This is an optimization exercise on Yosys and OpenROAD, whose aim is small area, not a production implementation.
No functional check of the RTL was part of any run shown here.
Power and IR drop assume default switching activity.

## flow/design.v (module list and top-level ports; edited modules follow where they fit)
// module systolic_array_3x3: 3053 lines
// module pp: 3 lines
// module fa: 4 lines
// module ha: 4 lines
// module xr: 3 lines
module systolic_array_3x3(
    input clk,
    input rst,
    input [71:0] a,
    input [71:0] b,
    output [143:0] c
);
  // ...
==> flow/run.sh <==
#!/bin/bash
# synth_recipe.tcl (not shown) runs the flow's synth.tcl, then flattens the netlist and writes it again
# the make line also repeats each setting of config.mk as NAME=value (left out here)
make -C /OpenROAD-flow-scripts/flow DESIGN_CONFIG=/design/flow/config.mk WORK_HOME=/design/flow/orfs CLKGATE_MAP_FILE= SYNTH_SCRIPT=/design/flow/synth_recipe.tcl finish
==> flow/config.mk <==
export PLATFORM = sky130hd
export DESIGN_NAME = systolic_array_3x3
export DESIGN_NICKNAME = systolic_array_3x3
export VERILOG_FILES = /design/flow/design.v
export SDC_FILE = /design/flow/constraint.sdc
export NUM_CORES = 4
export LEC_CHECK = 0
export CAP_MARGIN = 20
export CORE_MARGIN = 2
export CORE_UTILIZATION = 40
export PLACE_DENSITY = 0.6
export SLEW_MARGIN = 20
export SYNTH_HIERARCHICAL = 1
==> flow/constraint.sdc <==
create_clock -name core_clock -period 8.0 [get_ports {clk}]
set_input_delay 1.6000 -clock core_clock [delete_from_list [all_inputs] [get_ports {clk}]]
set_output_delay 1.6000 -clock core_clock [all_outputs]
set_load 0.01 [all_outputs]
==> results.sh, run 1 <==
export IMPL_use_met1=0.2822
export IMPL_maxCapViolCount=0
export IMPL_setup_slack_ns=-0.05572
export IMPL_grt_max_degree=113
export IMPL_ff2ff_setup_slack_ns=0.49
export IMPL_clock_skew_ns=0.009607
export IMPL_post_cts_resize_count=166
export IMPL_routed_top_layer="met4"
export IMPL_cts_sink_count=176
export IMPL_power_mw=7.199
export IMPL_check_faults="setup timing"
export IMPL_syn_inst=1517
export IMPL_cts_setup_buffers=13
export IMPL_worstReg2RegStart="b20[3]"
export IMPL_die_width_um=218.4
export IMPL_place_ws_ns=-0.4835
export IMPL_synth_top_area_share=0.5315
export IMPL_drt_total_wl_um=44610
export IMPL_crit_fanout=4
export IMPL_seq_cells=176
export IMPL_powerSeq_mw=1.27
export IMPL_syn_num_nets=2227
export IMPL_power_clock_fraction=0.119
export IMPL_gr_usage_met2=0.3345
export IMPL_fin_nets=2501
export IMPL_grt_util_met3=0.03104
export IMPL_synth_xor_area_frac=0.003812
export IMPL_setup_viol=1
export IMPL_dr_total_vias=11730
export IMPL_status="finished with violations"
export IMPL_grt_util_all_layers=0.2050
export IMPL_path_cells="inv_2 > nor2_2 > fa_2 > fa_1 > fa_2 > fa_2 > fa_2 > fa_2 > fa_1 > ha_2 > fa_2 > fa_2 > fa_2 > fa_2 > fa_2 > fa_2 > buf_6"
export IMPL_critical_path_top_delay_family="adder cells"
export IMPL_multi_input_area_share=0.5883
export IMPL_n_all_inverters=113
export IMPL_antenna_cells=0
export IMPL_synth_avg_cell_area_um2=12.12
export IMPL_largest_class="multi-input combinational cells"
export IMPL_placed_cell_area_mm2=0.02140
export IMPL_ys_warn_count=7
export IMPL_synth_common_cells="576 x nor2_1, 488 x fa_1, 176 x dfrtp_1, 113 x inv_1, 80 x buf_4"
export IMPL_mostFrequentLayoutCells="551 x nor2_1, 418 x fa_1, 178 x clkdlybuf4s50_1"
export IMPL_r2r_end="c21[15]"
export IMPL_critPathRequiredTime_ns=6.40
export IMPL_grt_pass1_vias=13630
==> inputs of run 2 (changes only) <==
--- a/flow/config.mk
+++ b/flow/config.mk
@@ -7,2 +7,3 @@
 export LEC_CHECK = 0
+export ABC_AREA = 1
 export CAP_MARGIN = 20
==> run 2 against run 1 <==
  * Still fails the layout checks on setup timing
  * Hold slack lost 0.0084 ns
  * Power up 0.26%
  * Sequential cell count unchanged
  * Non-clock buffer count grew 6
  * Synthesized cell count grew 2.1%
  * Clock skew up 0.0045 ns
  * Area after synthesis is 0.44% higher
  * Die area is 0.43% higher
  * Combinational power increased by 0.8%
  * Core utilization up 0.16 points
  * Design area up 0.53%
  * Routed wire length rose by 0.67%
==> results.sh, run 2 <==
export IMPL_end_kind="primary output"
export IMPL_drt_initial_drc_count=797
export IMPL_hold_depth=0
export IMPL_grt_pass1_wl_um=72280
export IMPL_die_width_um=218.8
export IMPL_r2r_end="c11[15]"
export IMPL_worstSetupStartpointType="register"
export IMPL_synth_edff_count=0
export IMPL_ys_warn_count=7
export IMPL_synth_avg_cell_area_um2=11.92
export IMPL_maxSlewViolCount=0
export IMPL_period_share=1.002
export IMPL_fp_dieH_um=218.8
export IMPL_p_leak_nw=10.62
export IMPL_final_hold_viol_count=0
export IMPL_whs_endpoint="b02[5]"
export IMPL_antenna_found_initial=1
export IMPL_maxCapViolCount=0
export IMPL_async_reset_ff_frac=1.000
export IMPL_ff2ff_setup_slack_ns=0.52
export IMPL_crit_fanout=4
export IMPL_worstReg2RegStart="a01[2]"
export IMPL_viasPerCell=4.902
export IMPL_syn_inst=1549
export IMPL_synthTopCellsByArea="fa_1 53%, dfrtp_1 24%, nor2_1 12%, ha_1 5.2%, buf_4 3.3%"
export IMPL_synth_cell_type_count=7
export IMPL_status="finished with violations"
export IMPL_ys_seq_area_frac=0.2386
export IMPL_hp_class="reg -> reg"
export IMPL_finalNonFillerCells=2442
export IMPL_ff2ff_path_depth=21
export IMPL_core_mm2=0.04548
export IMPL_start_util=0.4059
export IMPL_tightest_slew_ns=0.9463
export IMPL_root_buffer="clkbuf_16"
export IMPL_synthFlopType="dfrtp_1"
export IMPL_grt_util_all_layers=0.2024
export IMPL_wl_per_cell_um=18.39
export IMPL_rsz0062_at_grt="true"
export IMPL_drive_gt1_frac=0.1748
export IMPL_floorplan_rows=78
export IMPL_portBuffers=193
export IMPL_cts_sink_count=176
export IMPL_numCtsBuffers=17
export IMPL_max_slew_margin_rel=0.3691
export IMPL_check_faults="setup timing"
export IMPL_clk_latency_ns=0.49
export IMPL_fillerInstances=4124
export IMPL_critPathRequiredTime_ns=6.40
export IMPL_gp_congestion=0.9137
export IMPL_ant_nets=0
export IMPL_ys_ff_latch=176
export IMPL_crit_type="reg -> out"
export IMPL_dp_final_hpwl_um=37210
export IMPL_postCtsHoldBufs=0
export IMPL_dp_cells=2388
export IMPL_syn_num_nets=2259
export IMPL_ctsLongestPathBuffers=2
export IMPL_pwr_density_cell_mw_per_mm2=319.5
export IMPL_ir_worst_vdd_mv=0.2104
export IMPL_clkSlewWorstSetupHoldPaths_ns=0.08
export IMPL_crit_arrival_ns=6.42
export IMPL_antenna_cells=0
export IMPL_route_detailed_drc=0
export IMPL_mostFrequentLayoutCells="549 x nor2_1, 419 x fa_1, 178 x clkdlybuf4s50_1"
export IMPL_drt_total_wl_um=44910
export IMPL_max_freq_mhz=124.7
export IMPL_htreeDepth=4
export IMPL_synth_top_area_share=0.5292
export IMPL_grt_ovfl_total=0
export IMPL_syn_area_mm2=0.01846
export IMPL_setup_slack_ns=-0.01998
export IMPL_die_area_mm2=0.04789
export IMPL_dr_total_vias=11970
export IMPL_setup_viol=2
export IMPL_synth_most_common_cell="nor2_1"
export IMPL_fin_nets=2539
export IMPL_post_route_min_period_ns=8.020
export IMPL_clock_skew_ns=0.01409
export IMPL_layout_commonest_cell="nor2_1"
export IMPL_power_mw=7.218
export IMPL_grt_pass1_vias=13340
export IMPL_syn2layout_area_growth_pct=22.35
export IMPL_grt_max_degree=131
export IMPL_num_io_pins=290
export IMPL_synth_common_cells="576 x nor2_1, 488 x fa_1, 176 x dfrtp_1, 129 x inv_1, 80 x buf_4"
export IMPL_synth_largest_area_cell="fa_1"
export IMPL_hp_start="b01[5]"
export IMPL_cts_tree="done"
export IMPL_firstDrtPassIters=5
run 2: cell count changes in the layout (fill, tap and decap cells not counted), sizes merged:
cell and change:
bufinv -1, nand2 +24, buf +7, inv +19
dlygate4sd2 +1, clkbuf -3, clkinv -1, xor2 -8
run 2: worst max-delay path by stage:
| stage | slack [ns] | to | startpoint | depth (start not counted) |
|---|---|---|---|---|
| 2_1_floorplan | 0.08 | c[62] | b10[3] | 17 |
| 3_3_place_gp | -0.43 | c[30] | a01[0] | 17 |
| 3_5_place_dp | -0.53 | c[30] | a01[0] | 17 |
| 4_1_cts | -0.13 | c[30] | a01[0] | 17 |
| 5_1_grt | -0.21 | c[46] | a02[1] | 17 |
| 6_report | -0.02 | c[30] | a01[0] | 17 |
run 2: where the power goes:
part,switching (mW),internal [mW],total (mW)
combinational,2.50,2.61,5.11
sequential,0.0930,1.17,1.27
clock,0.429,0.412,0.841
run 2: logic make-up after synthesis:
family	Yosys count	synth area share
simple gates	600	0.1220
buf+inv	209	0.05876
flops	176	0.2386
fa+ha+maj	564	0.5807
run 2: repair_timing:
action,4_1_cts,5_1_grt
pin swaps,15,21
gates resized for setup,166,46
endpoints found under the setup margin,20,15
buffers inserted,11,11
hold endpoints to repair,0,0
run 2: worst max-delay path: stages (launching register included):
cell,delay [ns]
dfrtp_1,0.42
inv_2,0.14
nor2_2,0.06
fa_2,0.39
fa_1,0.47
fa_2,0.35
fa_2,0.34
fa_2,0.34
fa_2,0.34
fa_1,0.45
ha_2,0.20
fa_2,0.33
fa_2,0.34
fa_2,0.34
fa_2,0.35
fa_2,0.35
fa_2,0.59
buf_6,0.12
run 2: per-stage QoR:
step / hold WS [ns] / utilization / TNS (ns) / worst slack, ns / area [um^2]
after floorplan: 0.3537 / - / 0 / 0.08446 / 18460
after global placement: 0.3603 / 0.4730 / -2.865 / -0.4339 / 21510
after detailed placement: 0.3609 / 0.4730 / -3.761 / -0.5304 / 21510
after CTS: 0.3688 / 0.4918 / -0.3395 / -0.1339 / 22370
after global routing: 0.3840 / 0.4967 / -0.7478 / -0.2117 / 22590
final: 0.3663 / 0.4967 / -0.03079 / -0.01998 / 22590
run 2: layout make-up:
type                    instances  area (um^2)  area share
clock buffers                  17        425.4     0.01883
inverters                     129        491.7     0.02177
clock inverters                15        137.6    0.006093
flip-flops and latches        176         4405      0.1950
multi-input cells            1164        13250      0.5864
repair buffers                341         3132      0.1386
well taps                     600        750.7     0.03324
run 2: per-module statistics from Yosys (local to each module, per instance):
module | times used | flops+latches
fa | 488 | 0
ha | 76 | 0
pp | 576 | 0
systolic_array_3x3 | 1 | 176
xr | 8 | 0
run 2: routing by layer:
metal / GRT usage / vias to the layer above / routed length [um]
li1: - / 5106 / -
met1: 0.2638 / 6358 / 17930
met2: 0.3327 / 438 / 22580
met3: 0.05530 / 68 / 3249
met4: 0.05968 / 0 / 1148
met5: 0 / - / 0
==> inputs of run 3 (changes only) <==
--- a/flow/config.mk
+++ b/flow/config.mk
@@ -7,3 +7,2 @@
 export LEC_CHECK = 0
-export ABC_AREA = 1
 export CAP_MARGIN = 20
@@ -11,2 +10,3 @@
 export CORE_UTILIZATION = 40
+export GPL_TIMING_DRIVEN = 1
 export PLACE_DENSITY = 0.6
==> run 3 against run 2 <==
  * The layout still fails its checks (setup timing)
  * Routed wire length fell by 0.67%
  * Sequential share of layout area rose by 0.11 points
  * Cell count shrank 1.6%
  * Register-to-register slack worse by 0.03 ns
  * Power decreased by 0.26%
  * Global-route usage grew 0.26 points
  * Sequential cell count did not move
  * Core utilization is 0.16 points lower
  * Via count is 2.0% lower
  * Hold slack better by 0.0084 ns
  * Combinational power shrank 0.8%
  * Design area decreased by 0.53%
  * Critical path type unchanged
  * Critical endpoint unchanged
==> results.sh, run 3 <==
export IMPL_status="finished with violations"
export IMPL_check_faults="setup timing"
export IMPL_tightest_slew_ns=0.8864
export IMPL_clock_skew_ns=0.009607
export IMPL_fp_dieH_um=218.4
export IMPL_period_share=1.007
export IMPL_portBuffers=193
export IMPL_floorplan_rows=78
export IMPL_rsz0062_at_grt="true"
export IMPL_cts_tree="done"
export IMPL_grt_pass1_vias=13630
export IMPL_finalNonFillerCells=2404
export IMPL_wl_per_cell_um=18.56
export IMPL_pwr_density_cell_mw_per_mm2=320.4
export IMPL_max_slew_margin_rel=0.4091
export IMPL_num_io_pins=290
export IMPL_synthTopCellsByArea="fa_1 53%, dfrtp_1 24%, nor2_1 12%, ha_1 5.2%, buf_4 3.3%"
export IMPL_layout_commonest_cell="nor2_1"
export IMPL_ys_seq_area_frac=0.2396
export IMPL_syn_inst=1517
export IMPL_antenna_found_initial=0
export IMPL_cts_sink_count=176
export IMPL_synth_cell_type_count=7
export IMPL_ys_ff_latch=176
export IMPL_drt_total_wl_um=44610
export IMPL_syn_area_mm2=0.01838
export IMPL_synth_avg_cell_area_um2=12.12
export IMPL_ir_worst_vdd_mv=0.2581
export IMPL_synth_largest_area_cell="fa_1"
export IMPL_critPathMostFrequentCell="fa_2"
export IMPL_postCtsHoldBufs=0
export IMPL_start_util=0.4050
export IMPL_mostFrequentLayoutCells="551 x nor2_1, 418 x fa_1, 178 x clkdlybuf4s50_1"
export IMPL_final_hold_viol_count=0
export IMPL_p_leak_nw=10.54
export IMPL_setup_slack_ns=-0.05572
export IMPL_fin_nets=2501
export IMPL_syn2layout_area_growth_pct=22.24
export IMPL_antenna_cells=0
export IMPL_grt_util_all_layers=0.2050
export IMPL_maxCapViolCount=0
export IMPL_grt_ovfl_total=0
export IMPL_synthFlopType="dfrtp_1"
export IMPL_hold_depth=0
export IMPL_r2r_end="c21[15]"
export IMPL_core_mm2=0.04538
export IMPL_maxSlewViolCount=0
export IMPL_crit_arrival_ns=6.46
export IMPL_synth_top_area_share=0.5315
export IMPL_gp_congestion=0.8935
export IMPL_ctsLongestPathBuffers=2
export IMPL_drive_gt1_frac=0.1729
export IMPL_path_cells="inv_2 > nor2_2 > fa_2 > fa_1 > fa_2 > fa_2 > fa_2 > fa_2 > fa_1 > ha_2 > fa_2 > fa_2 > fa_2 > fa_2 > fa_2 > fa_2 > buf_6"
export IMPL_hp_start="b01[4]"
export IMPL_ff2ff_path_depth=21
export IMPL_dr_total_vias=11730
export IMPL_root_buffer="clkbuf_16"
export IMPL_die_width_um=218.4
export IMPL_route_detailed_drc=0
export IMPL_fillerInstances=4114
export IMPL_firstDrtPassIters=5
export IMPL_setup_viol=1
export IMPL_max_freq_mhz=124.1
export IMPL_grt_max_degree=113
export IMPL_viasPerCell=4.879
export IMPL_syn_num_nets=2227
export IMPL_synth_most_common_cell="nor2_1"
export IMPL_slowest_stage="fa_2"
export IMPL_die_area_mm2=0.04768
export IMPL_hp_class="reg -> reg"
export IMPL_crit_path_max_incr_delay_ns=0.57
export IMPL_dp_final_hpwl_um=37080
export IMPL_end_kind="primary output"
export IMPL_clk_latency_ns=0.46
export IMPL_drt_initial_drc_count=824
export IMPL_ant_nets=0
export IMPL_htreeDepth=4
export IMPL_crit_fanout=4
export IMPL_synth_edff_count=0
export IMPL_ff2ff_setup_slack_ns=0.49
export IMPL_worstReg2RegStart="b20[3]"
export IMPL_ys_warn_count=7
export IMPL_dp_cells=2354
export IMPL_synth_common_cells="576 x nor2_1, 488 x fa_1, 176 x dfrtp_1, 113 x inv_1, 80 x buf_4"
export IMPL_crit_type="reg -> out"
export IMPL_post_route_min_period_ns=8.056
export IMPL_grt_pass1_wl_um=73630
export IMPL_numCtsBuffers=17
export IMPL_clkSlewWorstSetupHoldPaths_ns=0.08
export IMPL_whs_endpoint="b02[4]"
export IMPL_worstSetupStartpointType="register"
export IMPL_critPathRequiredTime_ns=6.40
export IMPL_whs_ns=0.3747
export IMPL_async_reset_ff_frac=1.000
[run 3: cell types whose count changed after synthesis, sizes merged]
cell	change
xor2	+8
nand2	-24
inv	-16
[run 3: report_power, final]
part / leakage, nW / total (mW) / internal [mW] / switching [mW]
Combinational: 8.21 / 5.07 / 2.60 / 2.48
Clock: 0.280 / 0.857 / 0.441 / 0.416
Sequential: 2.05 / 1.27 / 1.18 / 0.0924
[run 3: logic make-up (layout without fill, tap and decap cells)]
logic type	after synthesis	count (layout)	share of synthesized area
AND/OR/NAND/NOR	576	576	0.1176
flip-flops	176	176	0.2396
buffers and inverters	193	480	0.05575
XOR/XNOR	8	8	0.003812
adder cells (fa/ha/maj)	564	564	0.5832
[run 3: modules after synthesis (local to each module, per instance)]
module	copies in the design	flops+latches	cells inside
systolic_array_3x3	1	176	369
fa	488	0	1
ha	76	0	1
pp	576	0	1
xr	8	0	1
[run 3: final cells by class]
type | count | area, um^2 | share of cell area
flip-flops and latches | 176 | 4407 | 0.1961
clock buffers | 18 | 429.2 | 0.01910
clock inverters | 14 | 147.6 | 0.006571
multi-input cells | 1148 | 13220 | 0.5883
inverters | 113 | 434.2 | 0.01932
repair buffers | 335 | 3083 | 0.1372
well taps | 600 | 750.7 | 0.03341
[run 3: worst max path at each step]
stage	cells after the start	to	from	slack, ns
after global routing	17	c[30]	a01[0]	-0.20
final	17	c[30]	a01[0]	-0.06
after detailed placement	17	c[46]	a02[1]	-0.48
after CTS	17	c[46]	a02[1]	-0.11
after global placement	17	c[30]	a01[0]	-0.43
after floorplan	17	c[62]	b10[3]	0.08
[run 3: layer usage]
metal / track usage / share of wire / vias to the layer above
met1: 0.2822 / 0.42 / 6302
met3: 0.03104 / 0.050 / 55
li1: - / - / 5009
met4: 0.06848 / 0.026 / 0
met2: 0.3345 / 0.50 / 363
met5: 0 / 0 / -
[run 3: per-stage QoR]
step | area (um^2) | TNS (ns) | worst slack, ns | power, mW | util
floorplan | 18380 | 0 | 0.08446 | 4.695 | -
global placement | 21400 | -3.188 | -0.4327 | 6.422 | 0.4716
detailed placement | 21400 | -3.897 | -0.4835 | 6.459 | 0.4716
CTS | 22340 | -0.2114 | -0.1068 | 7.443 | 0.4922
global route | 22470 | -0.6916 | -0.2003 | 8.112 | 0.4951
finish | 22470 | -0.05572 | -0.05572 | 7.199 | 0.4951
[run 3: worst max-delay path, delay by kind of cell (launching register included)]
kind	cells	cell delay (ns)
buffers and inverters	2	0.25
DFF	1	0.43
and+or+nand+nor	1	0.07
adders and majority gates	14	5.23
[run 3: timing repair]
action                                 in CTS  in global routing
setup buffers                              13                  5
endpoints found under the hold margin       0                  0
pin swaps                                  12                 13
gates resized for setup                   166                 47
setup endpoints to repair                  20                 13

[re-timing with driven ports]
The flow's constraints put no driver on any port. The routed layouts listed below were extracted and timed again, unchanged, in two steps.
Step 1: set_driving_cell puts a clkbuf_16 on clk and a buf_2 on each other input, an assumption about the parent block.
Step 2 adds t to the input delays and takes it off the output delays; t is the mean of the earliest and latest rising clock arrival at the registers after step 1. Input paths then give back, and output paths get back, about the clock's delay inside the block.
Slacks: no drivers / after step 1 / after step 2; pairs: no drivers / after step 1.
run | t, ns | setup slack, ns | worst hold slack (ns) | cell pins on the clock port's net
run 1 | 0.510 | -0.056 / -0.109 / 0.401 | 0.375 / 0.375 / 0.375 | 1
run 2 | 0.540 | -0.020 / -0.076 / 0.463 | 0.366 / 0.366 / 0.366 | 1
run 3 | 0.510 | -0.056 / -0.109 / 0.401 | 0.375 / 0.375 / 0.375 | 1
